What follows belongs to an exercise in optimizing a design on an open flow for small area; a production flow would make more cautious choices.
Function not checked in this run: the RTL went through the layout flow alone.
Power figures rest on the tool's default switching activity, not on a simulated workload.

==> design.v <==
`timescale 1ns/10ps
module top(
			clk, rst, data_in, data1, data2,
			lut_q_R0, lut_q_R1, lut_q_R2, lut_q_R3,
			lut_q_L0, lut_q_L1, lut_q_L2, lut_q_L3,
			lut_q_U0, lut_q_U1, lut_q_U2, lut_q_U3,
			lut_q_D0, lut_q_D1, lut_q_D2, lut_q_D3,
			out_valid,  
			en, 
			addr,
			out1, out2, out3, out4,
			addr1, addr2,
			lut_wen, lut_da, lut_db,
			lut_a_R0, lut_a_R1, lut_a_R2, lut_a_R3,
			lut_a_L0, lut_a_L1, lut_a_L2, lut_a_L3,
			lut_a_U0, lut_a_U1, lut_a_U2, lut_a_U3,
			lut_a_D0, lut_a_D1, lut_a_D2, lut_a_D3
			);
parameter width = 114; 
parameter width_minus_1 = width - 1; 
parameter height = 172; 
input clk, rst;
input [7:0] data_in;
input [31:0] data1, data2;
output reg out_valid;
output reg en;
output reg [$clog2(width*height)-1:0] addr;
output reg signed [7:0] out1, out2, out3, out4;
output [11 :0] addr1, addr2;
input  [31:0] lut_q_R0, lut_q_R1, lut_q_R2, lut_q_R3;
input  [31:0] lut_q_L0, lut_q_L1, lut_q_L2, lut_q_L3;
input  [31:0] lut_q_U0, lut_q_U1, lut_q_U2, lut_q_U3;
input  [31:0] lut_q_D0, lut_q_D1, lut_q_D2, lut_q_D3;
output lut_wen;
output [31:0] lut_da, lut_db;
output [11:0] lut_a_R0, lut_a_R1, lut_a_R2, lut_a_R3;
output [11:0] lut_a_L0, lut_a_L1, lut_a_L2, lut_a_L3;
output [11:0] lut_a_U0, lut_a_U1, lut_a_U2, lut_a_U3;
output [11:0] lut_a_D0, lut_a_D1, lut_a_D2, lut_a_D3;
wire  [31:0] O0_R = lut_q_R0, O1_R = lut_q_R1, O2_R = lut_q_R2, O3_R = lut_q_R3;
wire  [31:0] O0_L = lut_q_L0, O1_L = lut_q_L1, O2_L = lut_q_L2, O3_L = lut_q_L3; 
wire  [31:0] O0_U = lut_q_U0, O1_U = lut_q_U1, O2_U = lut_q_U2, O3_U = lut_q_U3; 
wire  [31:0] O0_D = lut_q_D0, O1_D = lut_q_D1, O2_D = lut_q_D2, O3_D = lut_q_D3; 
reg SR_start, LUT_WE;
wire [11:0] O0_addr_R, O1_addr_R, O2_addr_R, O3_addr_R, O0_addr_L, O1_addr_L, O2_addr_L, O3_addr_L, O0_addr_U, O1_addr_U, O2_addr_U, O3_addr_U, O0_addr_D, O1_addr_D, O2_addr_D, O3_addr_D;
parameter IDLE = 0;
parameter STATE1 = 1;
parameter STATE2 = 2; 
reg [1:0] cur_state, next_state;
reg [7:0] wdata; 
reg [7:0] col_1 [0:4];
reg [7:0] col_2 [0:4];
reg [7:0] col_3 [0:4];
reg [7:0] col_4 [0:4];
wire [7:0] SRAM_0, SRAM_1, SRAM_2, SRAM_3;
wire signed [10:0] out1_R, out2_R, out3_R, out4_R;
wire signed [10:0] out1_L, out2_L, out3_L, out4_L;
wire signed [10:0] out1_U, out2_U, out3_U, out4_U;
wire signed [10:0] out1_D, out2_D, out3_D, out4_D;
wire signed [8:0] out1_buffer, out2_buffer, out3_buffer, out4_buffer; 
Rotational_Ensemble_calculator_Y_8_C my_REC_8(
			.out1_R(out1_R), .out2_R(out2_R), .out3_R(out3_R), .out4_R(out4_R), 
			.out1_L(out1_L), .out2_L(out2_L), .out3_L(out3_L), .out4_L(out4_L), 
			.out1_U(out1_U), .out2_U(out2_U), .out3_U(out3_U), .out4_U(out4_U), 
			.out1_D(out1_D), .out2_D(out2_D), .out3_D(out3_D), .out4_D(out4_D), 
			.out1_buffer(out1_buffer), .out2_buffer(out2_buffer), .out3_buffer(out3_buffer), .out4_buffer(out4_buffer)
			);
Direction_Calculator_Y_8 Right(
			.clk(clk), .rst(rst), .center(col_3[2]), .data1(col_4[2]), .data2(SRAM_2), .O0(O0_R), .O1(O1_R), .O2(O2_R), .O3(O3_R), 
			.O0_addr(O0_addr_R), .O1_addr(O1_addr_R), .O2_addr(O2_addr_R), .O3_addr(O3_addr_R),
			.out1(out1_R), .out2(out2_R), .out3(out3_R), .out4(out4_R)
			);
Direction_Calculator_Y_8 Left(
			.clk(clk), .rst(rst), .center(col_3[2]), .data1(col_2[2]), .data2(col_1[2]), .O0(O0_L), .O1(O1_L), .O2(O2_L), .O3(O3_L), 
			.O0_addr(O0_addr_L), .O1_addr(O1_addr_L), .O2_addr(O2_addr_L), .O3_addr(O3_addr_L),
			.out1(out1_L), .out2(out2_L), .out3(out3_L), .out4(out4_L)
			);
Direction_Calculator_Y_8 Up(
			.clk(clk), .rst(rst), .center(col_3[2]), .data1(col_3[1]), .data2(col_3[0]), .O0(O0_U), .O1(O1_U), .O2(O2_U), .O3(O3_U), 
			.O0_addr(O0_addr_U), .O1_addr(O1_addr_U), .O2_addr(O2_addr_U), .O3_addr(O3_addr_U),
			.out1(out1_U), .out2(out2_U), .out3(out3_U), .out4(out4_U)
			);
Direction_Calculator_Y_8 Down(
			.clk(clk), .rst(rst), .center(col_3[2]), .data1(col_3[3]), .data2(col_3[4]), .O0(O0_D), .O1(O1_D), .O2(O2_D), .O3(O3_D), 
			.O0_addr(O0_addr_D), .O1_addr(O1_addr_D), .O2_addr(O2_addr_D), .O3_addr(O3_addr_D),
			.out1(out1_D), .out2(out2_D), .out3(out3_D), .out4(out4_D)
			);
Line_Buf my_Line_Buf
(
	.clk(clk),
	.rst(rst),
	.en(en),
	.wdata(wdata),
	.out1(SRAM_0),
	.out2(SRAM_1),
	.out3(SRAM_2),
	.out4(SRAM_3)
);
assign lut_wen = LUT_WE;
LUT myLUT
(
    .clk(clk),
	.rst(rst),
    .data1(data1), .data2(data2),
    .O0_addr_R(O0_addr_R), .O1_addr_R(O1_addr_R), .O2_addr_R(O2_addr_R), .O3_addr_R(O3_addr_R), 
	.O0_addr_L(O0_addr_L), .O1_addr_L(O1_addr_L), .O2_addr_L(O2_addr_L), .O3_addr_L(O3_addr_L), 
	.O0_addr_U(O0_addr_U), .O1_addr_U(O1_addr_U), .O2_addr_U(O2_addr_U), .O3_addr_U(O3_addr_U), 
	.O0_addr_D(O0_addr_D), .O1_addr_D(O1_addr_D), .O2_addr_D(O2_addr_D), .O3_addr_D(O3_addr_D), 	
    .addr1(addr1), .addr2(addr2), .SR_start(SR_start),
    .data1_(lut_da), .data2_(lut_db),
    .addr1_R(lut_a_R0), .addr2_R(lut_a_R1), .addr3_R(lut_a_R2), .addr4_R(lut_a_R3),
    .addr1_L(lut_a_L0), .addr2_L(lut_a_L1), .addr3_L(lut_a_L2), .addr4_L(lut_a_L3),
    .addr1_U(lut_a_U0), .addr2_U(lut_a_U1), .addr3_U(lut_a_U2), .addr4_U(lut_a_U3),
    .addr1_D(lut_a_D0), .addr2_D(lut_a_D1), .addr3_D(lut_a_D2), .addr4_D(lut_a_D3)
);
integer i;
always@(posedge clk) begin
		if(rst) begin
			for(i=0 ; i<=4 ; i=i+1)	begin
				col_1[i] <= 0;
				col_2[i] <= 0;
				col_3[i] <= 0;
				col_4[i] <= 0;
			end
			wdata <= 0;
			out1 <= 0;
			out2 <= 0;
			out3 <= 0;
			out4 <= 0;
		end
		else begin
			wdata <= data_in;
			col_4[0] <= SRAM_0;
			col_4[1] <= SRAM_1;
			col_4[2] <= SRAM_2;
			col_4[3] <= SRAM_3;
			col_4[4] <= wdata;
			for(i=0 ; i<=4 ; i=i+1)	begin
				col_1[i] <= col_2[i];
				col_2[i] <= col_3[i];
				col_3[i] <= col_4[i];
			end
			out1 <= $signed(out1_buffer[7:0]);
			out2 <= $signed(out2_buffer[7:0]);
			out3 <= $signed(out3_buffer[7:0]);
			out4 <= $signed(out4_buffer[7:0]);
		end
	end
reg [10:0] addr_base;
assign addr1 = {addr_base, 1'b0};
assign addr2 = {addr_base, 1'b1};
always@(posedge clk) begin
	if(rst) begin
		LUT_WE <= 0;
		SR_start <= 0;
		addr_base <= 0;
	end
	else begin
		if(addr_base >= 1689) begin
			LUT_WE <= 1;
			SR_start <= 1;
		end	
		else begin
			addr_base <= addr_base + 1;
		end	
	end
end
if (((width & (width - 1)) == 0)) begin 
	always@(posedge clk) begin
		if(rst) addr <= {$clog2(width*height){1'b1}};
		else begin
			if(SR_start) addr <= addr + 1;
		end
	end
	wire [$clog2(width)-1:0] X = addr[$clog2(width)-1:0];
	wire [$clog2(height)-1:0] Y = addr[$clog2(width*height)-1:$clog2(width)];
	always@(*) begin
		case(cur_state)
		IDLE: next_state = STATE1;
		STATE1: begin
			if(X == 7 && Y == 4) next_state = STATE2;
			else next_state = STATE1;
		end
		STATE2: next_state = STATE2;
		default: next_state = IDLE;
		endcase
	end
	always@(posedge clk) begin
		if(rst) cur_state <= IDLE;
		else cur_state <= next_state;
	end
	always@(posedge clk) begin
		if(rst) begin	
			out_valid <= 0;
			en <= 0;
		end
		else begin		
			case(cur_state) 
			IDLE: out_valid <= 0;
			STATE1: begin
				out_valid <= 0;				
				if(X && !Y) en <= 1;
			end
			STATE2:	begin				
				if(X > 3 && X < 8) out_valid <= 0; 			
				else out_valid <= 1;
			end
			endcase
		end
	end
end 	
else begin
	reg [$clog2(width)-1:0] pixel_x;
	reg [$clog2(height)-1:0] pixel_y;
	wire [$clog2(width*height)-1:0] addr_buffer = (pixel_y*width) + pixel_x;
	always@(*) begin
		case(cur_state)
		IDLE: next_state = STATE1;
		STATE1: begin
			if(pixel_x == 8 && pixel_y == 4) next_state = STATE2;			
			else next_state = STATE1;
		end
		STATE2: next_state = STATE2;
		default: next_state = IDLE;
		endcase
	end
	always@(posedge clk) begin
		if(rst) cur_state <= IDLE;
		else cur_state <= next_state;
	end
	always@(posedge clk) begin
		if(rst) begin
			pixel_x <= 0;
			pixel_y <= 0;
			addr <= 0;
		end
		else begin
			if(SR_start) begin
				if(pixel_x >= width_minus_1) begin
					pixel_x <= 0;
					pixel_y <= pixel_y + 1;
				end
				else pixel_x <= pixel_x + 1;
			end			
			addr <= addr_buffer;
		end
	end
	always@(posedge clk) begin
		if(rst) begin	
			out_valid <= 0;
			en <= 0;
		end
		else begin		
			case(cur_state) 
			IDLE: out_valid <= 0;
			STATE1: begin
				out_valid <= 0;			
				if(pixel_x > 1) en <= 1;
			end
			STATE2:	begin		
				if(pixel_x > 4 && pixel_x < 9) out_valid <= 0;
			else out_valid <= 1;
			end
			endcase
		end
	end
end
endmodule
module LUT
(    
    clk,
    rst,
    data1, data2,
    O0_addr_R, O1_addr_R, O2_addr_R, O3_addr_R, 
    O0_addr_L, O1_addr_L, O2_addr_L, O3_addr_L, 
    O0_addr_U, O1_addr_U, O2_addr_U, O3_addr_U, 
    O0_addr_D, O1_addr_D, O2_addr_D, O3_addr_D,
    addr1, addr2, SR_start,
    data1_, data2_,
    addr1_R, addr2_R, addr3_R, addr4_R,
    addr1_L, addr2_L, addr3_L, addr4_L,
    addr1_U, addr2_U, addr3_U, addr4_U,
    addr1_D, addr2_D, addr3_D, addr4_D
);
input clk, rst;
input [31:0] data1, data2;
input [11:0] O0_addr_R, O1_addr_R, O2_addr_R, O3_addr_R, O0_addr_L, O1_addr_L, O2_addr_L, O3_addr_L, O0_addr_U, O1_addr_U, O2_addr_U, O3_addr_U, O0_addr_D, O1_addr_D, O2_addr_D, O3_addr_D;
input [11:0] addr1, addr2;
input SR_start;
output reg [31:0] data1_, data2_;
output [11:0] addr1_R, addr2_R, addr3_R, addr4_R;
output [11:0] addr1_L, addr2_L, addr3_L, addr4_L;
output [11:0] addr1_U, addr2_U, addr3_U, addr4_U;
output [11:0] addr1_D, addr2_D, addr3_D, addr4_D;
assign addr1_R = (SR_start)? O0_addr_R : (addr1-4);
assign addr2_R = (SR_start)? O1_addr_R : (addr2-4);
assign addr3_R = (SR_start)? O2_addr_R : (addr1-4);
assign addr4_R = (SR_start)? O3_addr_R : (addr2-4);
always@(posedge clk) begin
	if(rst) begin
        data1_ <= 0;
        data2_ <= 0;
	end
	else begin
        data1_ <= data1;
        data2_ <= data2;
	end
end
assign addr1_L = (SR_start)? O0_addr_L : addr1-4;
assign addr2_L = (SR_start)? O1_addr_L : addr2-4;
assign addr3_L = (SR_start)? O2_addr_L : addr1-4;
assign addr4_L = (SR_start)? O3_addr_L : addr2-4;
assign addr1_U = (SR_start)? O0_addr_U : addr1-4;
assign addr2_U = (SR_start)? O1_addr_U : addr2-4;
assign addr3_U = (SR_start)? O2_addr_U : addr1-4;
assign addr4_U = (SR_start)? O3_addr_U : addr2-4;
assign addr1_D = (SR_start)? O0_addr_D : addr1-4;
assign addr2_D = (SR_start)? O1_addr_D : addr2-4;
assign addr3_D = (SR_start)? O2_addr_D : addr1-4;
assign addr4_D = (SR_start)? O3_addr_D : addr2-4;
endmodule
module Line_Buf
(
    clk,
    rst,
    en,
    wdata,
    out1,
    out2,
    out3,
    out4
);
parameter input_size = 8;
parameter line_width = 114;
input clk;
input rst;
input en;
input [input_size-1:0] wdata;
output [input_size-1:0] out1;
output [input_size-1:0] out2;
output [input_size-1:0] out3;
output [input_size-1:0] out4;
reg [8:0] cur_waddr, cur_raddr;
wire [input_size*4-1:0] full_wdata;
wire [input_size*4-1:0] full_rdata;
assign out1 = full_rdata[input_size*4-1 : input_size*3];
assign out2 = full_rdata[input_size*3-1 : input_size*2];
assign out3 = full_rdata[input_size*2-1 : input_size*1];
assign out4 = full_rdata[input_size*1-1 : 0];
assign full_wdata = (en)?{out2, out3, out4, wdata}:32'b0;
reg [8:0] rst_addr;
wire [8:0] waddr = (en)?cur_waddr:rst_addr;
always@(posedge clk) begin
    if(rst) begin
        cur_waddr <= $unsigned(2'b00);
        cur_raddr <= $unsigned(2'b01);
        rst_addr <= 0;
    end        
    else begin
        if(en) begin
            cur_waddr <= (cur_waddr == line_width-$unsigned(2'b01))? 0 : cur_waddr+$unsigned(2'b01);
            cur_raddr <= (cur_raddr == line_width-$unsigned(2'b01))? 0 : cur_raddr+$unsigned(2'b01);            
        end
        else begin
            rst_addr <= rst_addr + 1;
        end
    end
end
reg [31:0] out_reg;
reg [31:0] line_mem [0:line_width-1];
assign full_rdata = out_reg;
always@(posedge clk) begin
    if(waddr < line_width) line_mem[waddr] <= full_wdata;     
    out_reg <= line_mem[cur_raddr];
end
endmodule
module Direction_Calculator_Y_8(
			clk, rst, center, data1, data2, O0, O1, O2, O3, 
			O0_addr, O1_addr, O2_addr, O3_addr,
			out1, out2, out3, out4
			);
input clk, rst;
input [7:0] center, data1, data2;  
input [31:0] O0, O1, O2, O3;  
output reg [11:0] O0_addr, O1_addr, O2_addr, O3_addr;
output reg signed [10:0] out1, out2, out3, out4; 
wire [7:0] center_Normal = center-16;
wire [7:0] data1_Normal = data1-16;
wire [7:0] data2_Normal = data2-16;
wire [3:0] img_a1 = center_Normal[7:4];  
wire [3:0] img_b1 = data1_Normal[7:4];
wire [3:0] img_c1 = data2_Normal[7:4];
wire [4:0] img_a2 = img_a1 + 1;  
wire [4:0] img_b2 = img_b1 + 1;
wire [4:0] img_c2 = img_c1 + 1;
wire [2:0] Lx = center[3:1];
wire [2:0] Ly = data1[3:1];
wire [2:0] Lz = data2[3:1];
wire [11:0] addr_P000 = img_a1*225 + img_b1*15 + img_c1;  
wire [11:0] addr_P001 = addr_P000 + 1;
wire [11:0] addr_P010 = addr_P000 + 15;
wire [11:0] addr_P011 = addr_P000 + 16;
wire [11:0] addr_P100 = addr_P000 + 225;
wire [11:0] addr_P101 = addr_P000 + 226;
wire [11:0] addr_P110 = addr_P000 + 240;
wire [11:0] addr_P111 = addr_P000 + 241;
reg signed [4:0] W0;  
reg signed [3:0] W1, W2, W3;  
reg [3:0] W0_;  
reg [2:0] W1_, W2_, W3_;  
always@(posedge clk) begin
	if(rst) begin
		W0 <= 0;
		W1 <= 0;
		W2 <= 0;
		W3 <= 0;
	end
	else begin
		W0 <= {1'b0, W0_};
		W1 <= {1'b0, W1_};
		W2 <= {1'b0, W2_};
		W3 <= {1'b0, W3_};
		out1  <= ($signed(O0[31:24])*W0 + $signed(O1[31:24])*W1) + ($signed(O2[31:24])*W2 + $signed(O3[31:24])*W3);
		out2  <= ($signed(O0[23:16])*W0 + $signed(O1[23:16])*W1) + ($signed(O2[23:16])*W2 + $signed(O3[23:16])*W3);
		out3  <= ($signed(O0[15:8])*W0 + $signed(O1[15:8])*W1) + ($signed(O2[15:8])*W2 + $signed(O3[15:8])*W3);
		out4  <= ($signed(O0[7:0])*W0 + $signed(O1[7:0])*W1) + ($signed(O2[7:0])*W2 + $signed(O3[7:0])*W3);		 
	end
end
always@(*) begin
	if(Lx > Ly) begin
		if(Ly > Lz) begin
			W0_ = 8 - Lx;
			W1_ = Lx - Ly;
			W2_ = Ly - Lz;
			W3_ = Lz;
			O0_addr = addr_P000;			
			O1_addr = addr_P100;
			O2_addr = addr_P110;
			O3_addr = addr_P111;			
		end
		else if(Lx > Lz) begin
			W0_ = 8 - Lx;
			W1_ = Lx - Lz;
			W2_ = Lz - Ly;
			W3_ = Ly;
			O0_addr = addr_P000;
			O1_addr = addr_P100;
			O2_addr = addr_P101;
			O3_addr = addr_P111;			                           
		end
		else begin
			W0_ = 8 - Lz;
			W1_ = Lz - Lx;
			W2_ = Lx - Ly;
			W3_ = Ly;
			O0_addr = addr_P000;
			O1_addr = addr_P001;
			O2_addr = addr_P101;
			O3_addr = addr_P111;			                          
		end
	end
	else begin
		if(Lz > Ly) begin
			W0_ = 8 - Lz;
			W1_ = Lz - Ly;
			W2_ = Ly - Lx;
			W3_ = Lx;
			O0_addr = addr_P000;
			O1_addr = addr_P001;
			O2_addr = addr_P011;
			O3_addr = addr_P111;			
		end
		else if(Lz > Lx) begin
			W0_ = 8 - Ly;
			W1_ = Ly - Lz;
			W2_ = Lz - Lx;
			W3_ = Lx;
			O0_addr = addr_P000;
			O1_addr = addr_P010;
			O2_addr = addr_P011;
			O3_addr = addr_P111;                         
		end
		else begin
			W0_ = 8 - Ly;
			W1_ = Ly - Lx;
			W2_ = Lx - Lz;
			W3_ = Lz;
			O0_addr = addr_P000;
			O1_addr = addr_P010;
			O2_addr = addr_P110;
			O3_addr = addr_P111;			
		end
	end
end
endmodule
module Rotational_Ensemble_calculator_Y_8_C(
			out1_R, out2_R, out3_R, out4_R,
            out1_L, out2_L, out3_L, out4_L,
            out1_U, out2_U, out3_U, out4_U,
            out1_D, out2_D, out3_D, out4_D,
			out1_buffer,out2_buffer, out3_buffer, out4_buffer
			);
input signed [10:0] out1_R, out2_R, out3_R, out4_R;
input signed [10:0] out1_L, out2_L, out3_L, out4_L;
input signed [10:0] out1_U, out2_U, out3_U, out4_U;
input signed [10:0] out1_D, out2_D, out3_D, out4_D;
output signed [8:0] out1_buffer,out2_buffer, out3_buffer, out4_buffer;
wire signed [12:0] out1_1 = (out1_R + out4_L) + (out2_U + out3_D);
wire signed [8:0] out1_1_ = $signed({1'b0,out1_1[10:3]}) + $signed({7'b0,out1_1[2]});  
wire signed [8:0] out1_buffer = (out1_1[12])? 16 : (out1_1 >= 1752)? 235 : (out1_1_+16) ;  
wire signed [12:0] out2_1 = (out2_R + out3_L) + (out4_U + out1_D);
wire signed [8:0] out2_1_ = $signed({1'b0,out2_1[10:3]}) + $signed({7'b0,out2_1[2]}); 
wire signed [8:0] out2_buffer = (out2_1[12])? 16 : (out2_1 >= 1752)? 235 : (out2_1_+16) ;
wire signed [12:0] out3_1 = (out3_R + out2_L) + (out1_U + out4_D);
wire signed [8:0] out3_1_ = $signed({1'b0,out3_1[10:3]}) + $signed({7'b0,out3_1[2]}); 
wire signed [8:0] out3_buffer = (out3_1[12])? 16 : (out3_1 >= 1752)? 235 : (out3_1_+16) ;
wire signed [12:0] out4_1 = (out4_R + out1_L) + (out3_U + out2_D);
wire signed [8:0] out4_1_ = $signed({1'b0,out4_1[10:3]}) + $signed({7'b0,out4_1[2]}); 
wire signed [8:0] out4_buffer = (out4_1[12])? 16 : (out4_1 >= 1752)? 235 : (out4_1_+16) ;
endmodule
==> run.sh <==
#!/bin/bash
# synth_recipe.tcl (not shown) runs the flow's synth.tcl, then flattens the netlist and writes it again
# the make line also repeats each setting of config.mk as NAME=value (left out here)
make -C /OpenROAD-flow-scripts/flow DESIGN_CONFIG=/design/flow/config.mk WORK_HOME=/design/flow/orfs CLKGATE_MAP_FILE= SYNTH_SCRIPT=/design/flow/synth_recipe.tcl finish
==> config.mk <==
export PLATFORM = sky130hd
export DESIGN_NAME = top
export DESIGN_NICKNAME = top
export VERILOG_FILES = /design/flow/design.v
export SDC_FILE = /design/flow/constraint.sdc
export NUM_CORES = 4
export LEC_CHECK = 0
export CAP_MARGIN = 20
export CORE_MARGIN = 2
export CORE_UTILIZATION = 50
export SLEW_MARGIN = 20
==> constraint.sdc <==
create_clock -name core_clock -period 12.0 [get_ports {clk}]
set_input_delay 2.4000 -clock core_clock [delete_from_list [all_inputs] [get_ports {clk}]]
set_output_delay 2.4000 -clock core_clock [all_outputs]
set_load 0.01 [all_outputs]
==> results by group <==
Detailed routing
  • Final wirelength: 639000 um
  • Residual DRC count: 0
  • Remaining antenna violation count: 0
  • Vias per cell: 5.69
  • Iteration count of the initial detailed-routing pass: 6
  • Routed vias: 128000
  • Wl on met1: 254000 um
  • Met3 routed WL: 42400 um
  • Met2 routed WL: 317000 um
  • Highest routed layer: met5
  • 1st-iter DRT viols: 11800
  • Routed len/inst: 28.4 um

Clocking
  • Cts hold-fix bufs: 0
  • Deepest clock path buffer count: 4
  • Post-CTS setup buffers: 0
  • CTS Buf Count: 386
  • Clock Latency Late Sink: 0.97 ns
  • Number of gates resized after CTS: 0
  • CTS tree: built
  • Reg clk slew, reported paths: 0.07 ns
  • Clock sink total: 3708
  • Root buf cell: clkbuf_16
  • Depth of the CTS H-tree: 5

Global route
  • Largest net degree at the start of global routing: 148
  • Global-route wire length before repair: 923000 um
  • Initial antenna violation count: 143
  • Vias in the first global route: 131000
  • Global route total overflow: 0
  • All-Layer GR Usage: 0.289

Floorplanning
  • Starting density of the core: 0.502
  • # rows: 242
  • Die Span Y: 664 um
  • Die width: 664 um
  • Die area: 0.441 mm^2
  • Floorplan core area: 0.434 mm^2
  • Io pins: 916

STA
  • Endpoints failing hold: 0
  • Setup ws final: 1.18 ns
  • Max Clk Rate: 0.0925 GHz
  • WHS: 0.430 ns
  • Final max-slew violation count: 0
  • Slew at the pin with the worst max-slew slack: 1.31 ns
  • Tcrit/Tclk final: 0.901
  • RSZ-0062 raised after global routing: false
  • Max-Slew Margin vs Limit: 0.129
  • Final setup vio count: 0
  • Setup Skew: 0.0684 ns
  • Post-route minimum period: 10.82 ns
  • Final TNS setup: 0 ns

Finish
  • Finished Core Util: 0.571
  • Final net count: 19600
  • Largest register FFs: 3192
  • Area Growth Syn to Fin: 13.7%
  • Biggest regs: my_Line_Buf.line_mem x3192, col_3 x35, col_4 x35
  • Fraction of layout cells with a size suffix above 1: 0.129
  • Register with the most flip-flops: my_Line_Buf.line_mem
  • Finished Layout Cells: 22500
  • Design area: 0.248 mm^2

Placement
  • HPWL after DPL: 445000 um
  • Post-DP Area: 0.235 mm^2
  • Cells after DPL: 21700
  • Pre-CTS WS: 2.21 ns
  • Routability cong.: 0.969
  • PortBufs: 912

Synthesis
  • Commonest cells in the netlist: edfxtp_1, inv_1, fa_1
  • FF+latch count, synth: 3708
  • Post-synth EDFFs: 3368
  • FFs w/ async S/R, synth: 0
  • Gate Count Post-Synth: 15300
  • Syn_area_per_cell: 14.2 um^2
  • Register area share after synthesis: 0.495
  • Netlist Area Pre-Place: 0.218 mm^2
  • Leading register cell type out of synthesis: edfxtp_1
  • Ys Warns: 12
  • Post-synth top area share: 0.464
  • Synth area leaders: edfxtp_1, fa_1, mux4_2
  • Yosys cell types: 88
  • Syn_nets: 18600
  • Top-count cell post-synth: edfxtp_1
  • Post-synth top area cell: edfxtp_1

Worst setup path
  • CP max FO: 10
  • Setup crit end kind: primary output
  • Critical path's slowest cell: clkdlybuf4s50_1
  • Worst Path Buf+Inv: 5
  • Setup CP Type: reg2out
  • Worst EP required: 9.60 ns
  • Worst-path cell chain: inv_1 > ha_1 > xnor2_1 > inv_1 > ha_1 > ha_1 > xnor2_1 > inv_1 > fa_1 > inv_1 > fa_1 > ha_1 > xor2_1 > nand3_1 > nor3_1 > o211ai_1 > nor2_1 > xnor2_1 > o211a_1 > o21ai_0 > clkdlybuf4s50_1
  • R2R Setup Slk: 5.77 ns
  • CP delay by family, top: adder cells
  • Crit path arrival time: 8.42 ns
  • Startpoint types: register
  • Delay of the slowest critical-path stage: 1.03 ns

Power
  • Seq pwr share: 0.264
  • Net Sw Power: 24.7 mW
  • Gate power share: 0.536
  • Cell Int Power: 33.9 mW
  • Pwr per Cell Area: 236 mW/mm^2
  • Pwr Total: 58.6 mW
  • Leakage: 91.3 nW
  • VDD IR max: 0.453 mV
  • Sw frac: 0.422
  • Clock power share: 0.200

Hold path
  • Hold Crit Class: reg2reg

Run status
  • Status: complete, no violations

Job
  • MaxCap Viol Count: 0
cell type report:
cell class	count	area, um^2
clock buffer	516	10500
sequential	3708	108000
multi-input combinational	8887	101000
antenna	74	185
timing repair buffer	1198	11500
tap	5734	7170
fill	35000	186000
clock inverter	186	1740
inverter	2181	8200
power groups by stage:
stage | logic [mW] | registers [mW] | clock network (mW)
6_report | 31.4 | 15.5 | 11.7
5_1_grt | 34.6 | 15.5 | 12.4
4_1_cts | 31.5 | 15.5 | 11.9
3_5_place_dp | 31.2 | 15.7 | 0
3_3_place_gp | 31.3 | 15.8 | 0
2_1_floorplan | 21.5 | 15.4 | 0
path summary, 6_finish.rpt:
| path | from | end | depth (start not counted) |
|---|---|---|---|
| worst min-delay path | col_4[0][1] | col_3[0][1] | 1 |
| worst max register to register | Right.W2[0] | Right.out4[9] | 19 |
| worst max-delay path | col_3[3][4] | lut_a_D1[9] | 21 |
| worst min register to register | col_4[0][1] | col_3[0][1] | 1 |
worst reg2reg max path, stage by stage, from the launching register on:
cell      delay (ns)
dfxtp_1         0.33
buf_4           0.47
nand2_1         0.23
fa_1            0.57
inv_1           0.05
fa_1            0.47
fa_1            0.51
inv_1           0.05
fa_1            0.52
fa_1            0.50
inv_1           0.05
fa_1            0.49
ha_1            0.29
a21o_1          0.17
a21oi_1         0.21
o21bai_1        0.09
a21oi_1         0.25
o21bai_1        0.09
a21oi_1         0.18
xnor2_1         0.40
logic make-up after synthesis:
group | after synthesis | synth area share
xor+xnor | 834 | 0.0336
buf+inv | 2751 | 0.0482
other cells | 2 | 0.0000345
compound gates | 1251 | 0.0376
mux | 1142 | 0.112
fa+ha+maj | 2678 | 0.202
flops | 3708 | 0.495
simple gates | 2980 | 0.0711
placed cells by master, fill, tap and decap left out, drive strengths merged, types with 58 or more instances in the layout:
cell type and n:
o21ai 179, edfxtp 3368, dfxtp 340, inv 2198, and2 1253, nor2 459, clkdlybuf4s50 911, xor2 151
clkinv 143, mux4 1032, xnor2 683, nand2 738, a21o 145, mux2 58, clkbuf 516, ha 1275
nand3 83, nor2b 182, fa 1403, buf 287, diode 74, nor3 88, o21bai 117, a21oi 370
metal layers:
| layer | vias up | GRT usage |
|---|---|---|
| met5 | - | 0 |
| met1 | 66700 | 0.385 |
| met4 | 44 | 0.102 |
| met3 | 962 | 0.0434 |
| met2 | 4192 | 0.487 |
| li1 | 56100 | - |

## what the ideal ports hide
The results above use ideal ports. As a check the final layout listed here was re-extracted and re-timed, cells and wires unchanged.
Step 1: set_driving_cell puts a clkbuf_16 on clk and a buf_2 on each other input, an assumption about the parent block.
Step 2 also shifts input and output timing later by t, the mid clock arrival at the registers, as if the neighbouring blocks saw the same clock.
Slacks: ideal / step 1 / step 2; pairs: ideal / step 1.
t, ns: 1.052
slack for setup (ns): 1.184 / 1.070 / 2.122
latest minus earliest clock arrival (ns): 0.078 / 0.078
worst data-port slew with drivers (ns): 0.29
cell pins on the clock port's net: 1
After both steps this run still meets setup and hold. The setup slack of this run moves by -0.114 ns with the drivers and by +0.938 ns with both steps.
